Context: an optimization exercise on an open-source flow, tuned for small area. The choices shown serve that exercise and are no tape-out recipe.
RTL that was checked went through simulation tests only; none was proved equivalent to the original.
Power and IR drop assume default switching activity.

==> wip/amber: inputs <==
==> flow/design.v <==
`timescale 1ns / 1ps
module fifo #(parameter WIDTH=64, parameter DEPTH=8)(input clk, res_n, shift_in, shift_out,
                                                    input [WIDTH-1:0] data_in,
                                                    output reg full, empty,
                                                    output reg [WIDTH-1:0] data_out);
    reg [WIDTH-1:0] mem [0:DEPTH-1];
    reg [3:0] rp, wp;    
    reg last_push;
    wire [7:0] rd, wr;
    wire push = res_n & shift_in;
    fifo_dec2 #(.IA(1), .IB(1)) RD0 (.a(rp[3]), .b(rp[0]), .y(rd[0]));
    fifo_dec2 #(.IA(0), .IB(1)) RD1 (.a(rp[0]), .b(rp[1]), .y(rd[1]));
    fifo_dec2 #(.IA(0), .IB(1)) RD2 (.a(rp[1]), .b(rp[2]), .y(rd[2]));
    fifo_dec2 #(.IA(0), .IB(1)) RD3 (.a(rp[2]), .b(rp[3]), .y(rd[3]));
    fifo_dec2 #(.IA(0), .IB(0)) RD4 (.a(rp[3]), .b(rp[0]), .y(rd[4]));
    fifo_dec2 #(.IA(0), .IB(1)) RD5 (.a(rp[1]), .b(rp[0]), .y(rd[5]));
    fifo_dec2 #(.IA(0), .IB(1)) RD6 (.a(rp[2]), .b(rp[1]), .y(rd[6]));
    fifo_dec2 #(.IA(0), .IB(1)) RD7 (.a(rp[3]), .b(rp[2]), .y(rd[7]));
    fifo_dec3 #(.IA(1), .IB(1)) WR0 (.a(wp[3]), .b(wp[0]), .c(push), .y(wr[0]));
    fifo_dec3 #(.IA(0), .IB(1)) WR1 (.a(wp[0]), .b(wp[1]), .c(push), .y(wr[1]));
    fifo_dec3 #(.IA(0), .IB(1)) WR2 (.a(wp[1]), .b(wp[2]), .c(push), .y(wr[2]));
    fifo_dec3 #(.IA(0), .IB(1)) WR3 (.a(wp[2]), .b(wp[3]), .c(push), .y(wr[3]));
    fifo_dec3 #(.IA(0), .IB(0)) WR4 (.a(wp[3]), .b(wp[0]), .c(push), .y(wr[4]));
    fifo_dec3 #(.IA(0), .IB(1)) WR5 (.a(wp[1]), .b(wp[0]), .c(push), .y(wr[5]));
    fifo_dec3 #(.IA(0), .IB(1)) WR6 (.a(wp[2]), .b(wp[1]), .c(push), .y(wr[6]));
    fifo_dec3 #(.IA(0), .IB(1)) WR7 (.a(wp[3]), .b(wp[2]), .c(push), .y(wr[7]));
    wire ptr_eq = (rp == wp);
    wire [WIDTH-1:0] n0, n1, head;
    genvar b;
    generate
        for (b = 0; b < WIDTH; b = b + 1) begin : RD
            fifo_aoi222 A0 (.a1(mem[0][b]), .a2(rd[0]), .b1(mem[1][b]), .b2(rd[1]),
                            .c1(mem[2][b]), .c2(rd[2]), .y(n0[b]));
            fifo_aoi222 A1 (.a1(mem[3][b]), .a2(rd[3]), .b1(mem[4][b]), .b2(rd[4]),
                            .c1(mem[5][b]), .c2(rd[5]), .y(n1[b]));
            fifo_or22n2 A2 (.a1(mem[6][b]), .a2(rd[6]), .b1(mem[7][b]), .b2(rd[7]),
                            .n0(n0[b]), .n1(n1[b]), .y(head[b]));
        end
    endgenerate
    integer i;
    always @(posedge clk) begin
        full <= ptr_eq & last_push;
        empty <= ptr_eq & ~last_push;
        data_out <= head;
        for (i = 0; i < DEPTH; i = i + 1)
            if (wr[i])
                mem[i] <= data_in;
        if (!res_n) begin
            rp <= 4'd0;
            wp <= 4'd0;
            last_push <= 1'b0;
        end else begin
            if (shift_out) rp <= {rp[2:0], ~rp[3]};
            if (shift_in) wp <= {wp[2:0], ~wp[3]};
            if (shift_in != shift_out) last_push <= shift_in;
        end
    end
endmodule
module fifo_aoi222 (input a1, a2, b1, b2, c1, c2, output y);
    assign y = ~((a1 & a2) | (b1 & b2) | (c1 & c2));
endmodule
module fifo_or22n2 (input a1, a2, b1, b2, n0, n1, output y);
    assign y = ~n0 | ~n1 | (a1 & a2) | (b1 & b2);
endmodule
module fifo_dec2 #(parameter IA=0, parameter IB=0) (input a, b, output y);
    assign y = (a ^ IA[0]) & (b ^ IB[0]);
endmodule
module fifo_dec3 #(parameter IA=0, parameter IB=0) (input a, b, c, output y);
    assign y = (a ^ IA[0]) & (b ^ IB[0]) & c;
endmodule
==> flow/flow/run.sh <==
#!/bin/bash
# The standard layout (standard.sh: the standard flow's own synthesis and ORFS flow), with
# two changes: the port buffers use the smallest buffer cell, and the clock
# tree uses clkbuf_8 sink buffers, set cluster sizes and no dummy loads.
# ORFS writes each step's full log under orfs/logs; make's output goes to
# standard_flow.log here.
set -euo pipefail
export BUFFER_PORTS_ARGS="-buffer_cell sky130_fd_sc_hd__buf_1"
export CTS_ARGS="-sink_clustering_enable -repair_clock_nets -sink_clustering_size 20 -sink_clustering_max_diameter 70 -buf_list {sky130_fd_sc_hd__clkbuf_8} -root_buf sky130_fd_sc_hd__clkbuf_8 -sink_clustering_buffer sky130_fd_sc_hd__clkbuf_8 -dont_use_dummy_load"
bash standard.sh finish > standard_flow.log 2>&1
==> flow/standard.sh <==
#!/bin/bash
# synth_recipe.tcl (not shown) runs the flow's synth.tcl, then flattens the netlist and writes it again
# the make line also repeats each setting of config.mk as NAME=value (left out here)
make -C /OpenROAD-flow-scripts/flow DESIGN_CONFIG=/design/flow/config.mk WORK_HOME=/design/flow/orfs CLKGATE_MAP_FILE= SYNTH_SCRIPT=/design/flow/synth_recipe.tcl "${@:-finish}"
==> flow/config.mk <==
export PLATFORM = sky130hd
export DESIGN_NAME = fifo
export DESIGN_NICKNAME = fifo
export VERILOG_FILES = /design/flow/design.v
export SDC_FILE = /design/flow/constraint.sdc
export NUM_CORES = 4
export LEC_CHECK = 0
export CAP_MARGIN = 0
export CORE_MARGIN = 2
export CORE_UTILIZATION = 60
export PLACE_DENSITY = 0.75
export SLEW_MARGIN = 0
export SYNTH_HIERARCHICAL = 1
export SYNTH_MINIMUM_KEEP_SIZE = 0
==> flow/constraint.sdc <==
create_clock -name core_clock -period 5.0 [get_ports {clk}]
set_input_delay 1.0000 -clock core_clock [delete_from_list [all_inputs] [get_ports {clk}]]
set_output_delay 1.0000 -clock core_clock [all_outputs]
set_load 0.01 [all_outputs]
==> wip/onyx: changes against wip/amber <==
==> flow/design.v, changed modules only <==
module fifo #(parameter WIDTH=64, parameter DEPTH=8)(input clk, res_n, shift_in, shift_out,
                                                    input [WIDTH-1:0] data_in,
                                                    output reg full, empty,
                                                    output reg [WIDTH-1:0] data_out);
    reg [WIDTH-1:0] mem [0:DEPTH-1];
    reg [DEPTH-1:0] rd;    
    reg [2:0] wr;
    reg [3:0] cnt;
    reg [WIDTH-1:0] head;
    integer i;
    always @(*) begin
        head = {WIDTH{1'b0}};
        for (i = 0; i < DEPTH; i = i + 1)
            head = head | (mem[i] & {WIDTH{rd[i]}});
    end
    always @(posedge clk) begin
        full <= (cnt == DEPTH);
        empty <= (cnt == 0);
        data_out <= head;
        if (res_n && shift_in)
            mem[wr] <= data_in;
        if (!res_n) begin
            rd <= {{(DEPTH-1){1'b0}}, 1'b1};
            wr <= 3'd0;
            cnt <= 4'd0;
        end else begin
            if (shift_out) rd <= {rd[DEPTH-2:0], rd[DEPTH-1]};
            if (shift_in) wr <= wr + 3'd1;
            cnt <= cnt + {3'd0, shift_in} - {3'd0, shift_out};
        end
    end
endmodule
// module fifo_aoi222 removed
// module fifo_or22n2 removed
// module fifo_dec2 removed
// module fifo_dec3 removed
==> flow/flow/run.sh (replaced) <==
#!/bin/bash
set -euo pipefail
export BUFFER_PORTS_ARGS="-buffer_cell sky130_fd_sc_hd__buf_1"
export CTS_ARGS="-sink_clustering_enable -repair_clock_nets -sink_clustering_size 12 -sink_clustering_max_diameter 30 -buf_list {sky130_fd_sc_hd__clkbuf_4 sky130_fd_sc_hd__clkbuf_8} -root_buf sky130_fd_sc_hd__clkbuf_8 -sink_clustering_buffer sky130_fd_sc_hd__clkbuf_4 -dont_use_dummy_load"
bash standard.sh finish > standard_flow.log 2>&1
--- a/flow/config.mk
+++ b/flow/config.mk
@@ -9,6 +9,7 @@
 export CORE_MARGIN = 2
 export CORE_UTILIZATION = 60
+export CTS_BUF_LIST = sky130_fd_sc_hd__clkbuf_16
+export CTS_CLUSTER_DIAMETER = 60
+export CTS_CLUSTER_SIZE = 30
 export PLACE_DENSITY = 0.75
 export SLEW_MARGIN = 0
-export SYNTH_HIERARCHICAL = 1
-export SYNTH_MINIMUM_KEEP_SIZE = 0
==> summary of the runs <==
Against wip/onyx, the count of clock-buffer cells in the layout of wip/amber is lower by 57. Between wip/amber and wip/onyx, the lower non-clock buffer count is in wip/onyx (gap 1). Between wip/onyx and wip/amber, the lower worst hold slack is in wip/amber (gap 0.0041 ns). Sequential cell count: wip/amber is lower than wip/onyx (6). Of wip/onyx and wip/amber, wip/onyx has the higher clock skew (gap 0.067 ns). In wip/amber the cell count is lower than in wip/onyx, by about 11%. Clock power: wip/onyx is larger than wip/amber (22%).
The RTL of wip/onyx was laid out without a check of its function.

========
==> inputs of run H <==
fifo, a different RTL version from the one above (not shown whole).
==> module fifo, before the edit <==
module fifo #(parameter WIDTH=64, parameter DEPTH=8)(input clk, res_n, shift_in, shift_out,
                                                    input [WIDTH-1:0] data_in,
                                                    output reg full, empty,
                                                    output reg [WIDTH-1:0] data_out);
    reg [WIDTH-1:0] mem [0:DEPTH-1];
    reg [3:0] rp, wp;    
    reg last_push;
    function [7:0] jdec(input [3:0] q);
        begin
            jdec[0] = ~q[3] & ~q[0];
            jdec[1] =  q[0] & ~q[1];
            jdec[2] =  q[1] & ~q[2];
            jdec[3] =  q[2] & ~q[3];
            jdec[4] =  q[3] &  q[0];
            jdec[5] =  q[1] & ~q[0];
            jdec[6] =  q[2] & ~q[1];
            jdec[7] =  q[3] & ~q[2];
        end
    endfunction
    wire [7:0] rd = jdec(rp);
    wire [7:0] wr = jdec(wp);
    wire ptr_eq = (rp == wp);
    wire [WIDTH-1:0] n0, n1, head;
    genvar b;
    generate
        for (b = 0; b < WIDTH; b = b + 1) begin : RD
            fifo_aoi222 A0 (.a1(mem[0][b]), .a2(rd[0]), .b1(mem[1][b]), .b2(rd[1]),
                            .c1(mem[2][b]), .c2(rd[2]), .y(n0[b]));
            fifo_aoi222 A1 (.a1(mem[3][b]), .a2(rd[3]), .b1(mem[4][b]), .b2(rd[4]),
                            .c1(mem[5][b]), .c2(rd[5]), .y(n1[b]));
            fifo_or22n2 A2 (.a1(mem[6][b]), .a2(rd[6]), .b1(mem[7][b]), .b2(rd[7]),
                            .n0(n0[b]), .n1(n1[b]), .y(head[b]));
        end
    endgenerate
    integer i;
    always @(posedge clk) begin
        full <= ptr_eq & last_push;
        empty <= ptr_eq & ~last_push;
        data_out <= head;
        for (i = 0; i < DEPTH; i = i + 1)
            if (res_n && shift_in && wr[i])
                mem[i] <= data_in;
        if (!res_n) begin
            rp <= 4'd0;
            wp <= 4'd0;
            last_push <= 1'b0;
        end else begin
            if (shift_out) rp <= {rp[2:0], ~rp[3]};
            if (shift_in) wp <= {wp[2:0], ~wp[3]};
            if (shift_in != shift_out) last_push <= shift_in;
        end
    end
endmodule
==> module fifo_aoi222, before the edit <==
module fifo_aoi222 (input a1, a2, b1, b2, c1, c2, output y);
    assign y = ~((a1 & a2) | (b1 & b2) | (c1 & c2));
endmodule
==> module fifo_or22n2, before the edit <==
module fifo_or22n2 (input a1, a2, b1, b2, n0, n1, output y);
    assign y = ~n0 | ~n1 | (a1 & a2) | (b1 & b2);
endmodule
==> flow/config.mk <==
export PLATFORM = sky130hd
export DESIGN_NAME = fifo
export DESIGN_NICKNAME = fifo
export VERILOG_FILES = /design/flow/design.v
export SDC_FILE = /design/flow/constraint.sdc
export NUM_CORES = 4
export LEC_CHECK = 0
export CAP_MARGIN = 0
export CORE_MARGIN = 2
export CORE_UTILIZATION = 70
export PLACE_DENSITY = 0.85
export SLEW_MARGIN = 0
export SYNTH_HIERARCHICAL = 1
export SYNTH_MINIMUM_KEEP_SIZE = 0
==> flow/constraint.sdc <==
create_clock -name core_clock -period 5.0 [get_ports {clk}]
set_input_delay 1.0000 -clock core_clock [delete_from_list [all_inputs] [get_ports {clk}]]
set_output_delay 1.0000 -clock core_clock [all_outputs]
set_load 0.01 [all_outputs]
standard.sh (not shown) runs the stock make flow with config.mk's settings and CLKGATE_MAP_FILE= SYNTH_SCRIPT=/design/flow/synth_recipe.tcl, a recipe that flattens the netlist after the stock synthesis.
==> flow/flow/run.sh <==
#!/bin/bash
# The standard layout (standard.sh: the standard flow's own synthesis and ORFS flow), with
# two changes: the port buffers use the smallest buffer cell, and the clock
# tree uses clkbuf_8 sink buffers, set cluster sizes and no dummy loads.
# ORFS writes each step's full log under orfs/logs; make's output goes to
# standard_flow.log here.
set -euo pipefail
export BUFFER_PORTS_ARGS="-buffer_cell sky130_fd_sc_hd__buf_1"
export CTS_ARGS="-sink_clustering_enable -repair_clock_nets -sink_clustering_size 20 -sink_clustering_max_diameter 70 -buf_list {sky130_fd_sc_hd__clkbuf_8} -root_buf sky130_fd_sc_hd__clkbuf_8 -sink_clustering_buffer sky130_fd_sc_hd__clkbuf_8 -dont_use_dummy_load"
bash standard.sh finish > standard_flow.log 2>&1
==> inputs of run C, as changes to run H <==
==> flow/design.v (replaced) <==
`timescale 1ns / 1ps
module fifo #(parameter WIDTH=64, parameter DEPTH=8)(input clk, res_n, shift_in, shift_out,
                                                    input [WIDTH-1:0] data_in,
                                                    output reg full, empty,
                                                    output reg [WIDTH-1:0] data_out);
    reg [WIDTH-1:0] mem [0:DEPTH-1];
    reg [DEPTH-1:0] rd;    
    reg [2:0] wr;
    reg [3:0] cnt;
    reg [WIDTH-1:0] head;
    integer i;
    always @(*) begin
        head = {WIDTH{1'b0}};
        for (i = 0; i < DEPTH; i = i + 1)
            head = head | (mem[i] & {WIDTH{rd[i]}});
    end
    always @(posedge clk) begin
        full <= (cnt == DEPTH);
        empty <= (cnt == 0);
        data_out <= head;
        if (res_n && shift_in)
            mem[wr] <= data_in;
        if (!res_n) begin
            rd <= {{(DEPTH-1){1'b0}}, 1'b1};
            wr <= 3'd0;
            cnt <= 4'd0;
        end else begin
            if (shift_out) rd <= {rd[DEPTH-2:0], rd[DEPTH-1]};
            if (shift_in) wr <= wr + 3'd1;
            cnt <= cnt + {3'd0, shift_in} - {3'd0, shift_out};
        end
    end
endmodule
==> flow/run.sh (new file) <==
#!/bin/bash
# synth_recipe.tcl (not shown) runs the flow's synth.tcl, then flattens the netlist and writes it again
# the make line also repeats each setting of config.mk as NAME=value (left out here)
make -C /OpenROAD-flow-scripts/flow DESIGN_CONFIG=/design/flow/config.mk WORK_HOME=/design/flow/orfs CLKGATE_MAP_FILE= SYNTH_SCRIPT=/design/flow/synth_recipe.tcl finish
==> flow/config.mk (replaced) <==
export PLATFORM = sky130hd
export DESIGN_NAME = fifo
export DESIGN_NICKNAME = fifo
export VERILOG_FILES = /design/flow/design.v
export SDC_FILE = /design/flow/constraint.sdc
export NUM_CORES = 4
export LEC_CHECK = 0
export CAP_MARGIN = 20
export CORE_MARGIN = 2
export CORE_UTILIZATION = 60
export CTS_BUF_LIST = sky130_fd_sc_hd__clkbuf_8
export CTS_CLUSTER_DIAMETER = 40
export CTS_CLUSTER_SIZE = 16
export PLACE_DENSITY = 0.75
export SLEW_MARGIN = 20
removed: flow/flow/run.sh
removed: flow/standard.sh
==> qor summary <==
item	run H	run C
Arr. time, crit path	2.93 ns	3.12 ns
Die outline area	0.0289 sq mm	0.0354 sq mm
Fraction of the yosys area taken by sequential cells	0.875	0.835
Avg Synthesized Cell Area	21.6 sq um	19.7 sq um
Total power density per cell area	370 mW/mm^2	400 mW/mm^2
Post-DR vias/cell	7.01	6.11
Synthesized area	0.0193 sq mm	0.0203 sq mm
Internal portion of total power	6.18 mW	7.30 mW
Met3 usage	0.0481	0.0442
Number of global-route vias before repair	9990	10400
Run status	no timing/DRC/antenna violations	no timing/DRC/antenna violations
First-pass GRT wire length	56400 microns	61200 microns
Post-synthesis to final-layout area growth	8.50%	14.7%
Number of buffers inserted during clock tree synthesis	35	58
Clock Buffer Count	35	63
Compound-Gate Fraction of Synth Area	0.0920	0.100
The RTL of run C was laid out without a check of its function.

==> port drivers added, routing unchanged <==
In the flow no input, the clock included, has a driving cell. The finished layouts below were timed again as built, in two steps. Step 1 sets driving cells, clkbuf_16 on the clock port and buf_2 on the other inputs (assumed; they add their load-dependent delay and slew). Step 2 adds t to the input delays and takes it off the output delays; t is the mean of the earliest and latest rising clock arrival at the registers after step 1. Input paths then give back, and output paths get back, about the clock's delay inside the block. Three values: ideal ports, drivers, drivers and shift; two values: the first two.
| run | t (ns) | setup slack, ns | clock arrival spread, ns | pins driven straight from the clock port |
|---|---|---|---|---|
| wip/amber | 0.612 | 2.289 / 2.313 / 1.701 | 0.048 / 0.048 | 1 |
| wip/onyx | 0.633 | 2.018 / 2.038 / 1.404 | 0.113 / 0.113 | 1 |
| run H | 0.580 | 2.312 / 2.334 / 1.754 | 0.055 / 0.055 | 1 |
| run C | 0.659 | 2.159 / 2.181 / 1.522 | 0.027 / 0.027 | 1 |
After both steps every run listed still meets setup and hold. For run C, which loses most, drivers alone change the setup slack by +0.022 ns; drivers and shift together by -0.637 ns.
